This is an optimization exercise on Yosys and OpenROAD, whose aim is small area, a short achievable clock period and few clock cycles per item, not a production implementation. At most, simulation tests tie the RTL to the original design; equivalence was not proved.

Setup of run 1:
Design IIR, start of the top module:
module IIR #(
    parameter DW = 24,
    parameter CFGAW = 32,
    parameter CFGDW = 32,
    parameter COEFW = 18,
    parameter COEFQ = 16,
    parameter ORDER = 6,
    parameter STAGE_ORDER = 2
) (
    input  logic clk,
    input  logic rst,
    input  logic signed [DW-1:0] s_axis_tdata,
    input  logic s_axis_tvalid,
    output logic s_axis_tready,
    output logic signed [DW-1:0] m_axis_tdata,
    output logic m_axis_tvalid,
    input  logic m_axis_tready,
    input  logic cyc_i,
    input  logic stb_i,
    input  logic we_i,
    output logic ack_o,
    output logic stall_o,
    input  logic [CFGAW-1:0] addr_i,
    input  logic signed [CFGDW-1:0] data_i,
    output logic signed [CFGDW-1:0] data_o
);
Size: about 160 I/O pins, about 190000 um2 of cells after synthesis.
make LEC_CHECK=0 CAP_MARGIN=20 CORE_MARGIN=2 CORE_UTILIZATION=40 SETUP_SLACK_MARGIN=1.9 SLEW_MARGIN=20 finish   # period 8.0 ns
run.sh (not shown) runs the stock make flow with config.mk's settings and CLKGATE_MAP_FILE= SYNTH_SCRIPT=/design/flow/synth_recipe.tcl, a recipe that flattens the netlist after the stock synthesis.
### run 1 -> run 2
diff --git a/flow/design.v b/flow/design.v
--- a/flow/design.v
+++ b/flow/design.v
@@ -54,26 +54,27 @@
     end
 end
 always @(posedge clk) begin
     ack_o <= cyc_i & stb_i;
     if (cyc_i && stb_i) begin
         if (we_i && addr_i < CFGAW'(N_CTL)) begin
             for (int i = 0; i < N_CTL; i++) begin
-                if (addr_i == CFGAW'(i)) begin
+                if (addr_i == CFGAW'(i))
                     regs[i] <= enc(is_neg(i) ? -data_i[REGW-1:0] : data_i[REGW-1:0]);
-                    if (is_neg(i))
-                        sels[(i / 6) * 2 + (i % 6) - 4] <= bsel(enc(-data_i[REGW-1:0]));
-                end
             end
         end else begin
             do_r <= rd_neg ? -rd_raw : rd_raw;
         end
     end
 end
 assign data_o = {{(CFGDW-REGW){do_r[REGW-1]}}, do_r};
+always @(posedge clk) begin
+    for (int k = 0; k < N_CTL / 3; k++)
+        sels[k] <= bsel(regs[(k / 2) * 6 + 4 + (k % 2)]);
+end
 generate
     for (genvar i = 0; i < N_CTL; i = i + 1) begin : flat
         assign ctl_regs[i*REGW +: REGW] = regs[i];
     end
     for (genvar i = 0; i < N_CTL / 3; i = i + 1) begin : flat_sel
         assign sel_regs[i*REGW +: REGW] = sels[i];
     end
@@ -91,16 +92,16 @@
     input  logic [DW-1:0] x,    
     input  logic [DW-1:0] xh1,  
     input  logic [6*COEFW-1:0] coefs,
     input  logic [2*COEFW-1:0] sels,
     output logic [DW-1:0] yo,
     output logic [DW-1:0] y2
 );
-logic [DW-1:0] y1;
-assign yo = y1;
+logic [DW-1:0] y1, y1n;
+assign yo = ~y1n;
 logic [COEFW-1:0] cb0, cb1, cb2, cn1, cn2;
 assign cb0 = coefs[0*COEFW +: COEFW];
 assign cb1 = coefs[1*COEFW +: COEFW];
 assign cb2 = coefs[2*COEFW +: COEFW];
 assign cn1 = coefs[4*COEFW +: COEFW];
 assign cn2 = coefs[5*COEFW +: COEFW];
 logic [8:0] cb0_one, cb0_two, cb0_xn, cb0_nc;
@@ -3850,22 +3851,24 @@
     if (adv || !vx) begin
         p_s <= pt_ra;
         p_c <= pt_rb;
     end
     if (adv) begin
         if (vq) begin
             y1 <= acc[39:16];
+            y1n <= ~acc[39:16];
             y2 <= yo;
             f  <= acc[15:0];
         end
     end
     if (rst) begin
         p_s <= '0;
         p_c <= '0;
         y1 <= '0;
+        y1n <= '1;
         y2 <= '0;
         f  <= '0;
     end
 end
 endmodule
 module IIR #(
     parameter DW = 24,
Results
Run 2: transition time at the pin with the least slew margin 0.0048 ns above run 1
Run 2 against run 1: tapcell count rose by 50; total detailed-routing wirelength rose by 0.60%; post-detailed-placement cell area rose by 2500 um2; area enclosed by the die boundary rose by 1.0%.
| final core utilization | run 1 vs run 2 | ≈ equal |
Testbench counts of run 2, summed over its fixed seeds: cycles 2,104, items 2,048.
No functional check of the RTL was part of run 1.

[afterwards: timing with drivers on the ports]
No port has a modelled driver above. Below, the same layouts with a new extraction and two added sets of constraints.
Step 1 (the two cells are an assumption about what drives the block):
set clk [get_ports {clk}]
set_driving_cell -lib_cell sky130_fd_sc_hd__clkbuf_16 $clk
set_driving_cell -lib_cell sky130_fd_sc_hd__buf_2 [delete_from_list [all_inputs] $clk]
Step 2 also shifts input and output timing later by t, the mid clock arrival at the registers, as if the neighbouring blocks saw the same clock.
a / b / c = ideal / step 1 / step 2; a / b = the first two.
run	shift t [ns]	setup slack, ns	pins driven straight from the clock port
run 1	1.028	1.825 / 1.825 / 0.809	1
run 2	1.050	1.719 / 1.719 / 1.074	1
After both steps setup and hold are still met in every run listed. For run 1, which loses most, drivers alone change the setup slack by 0.000 ns; drivers and shift together by -1.016 ns.
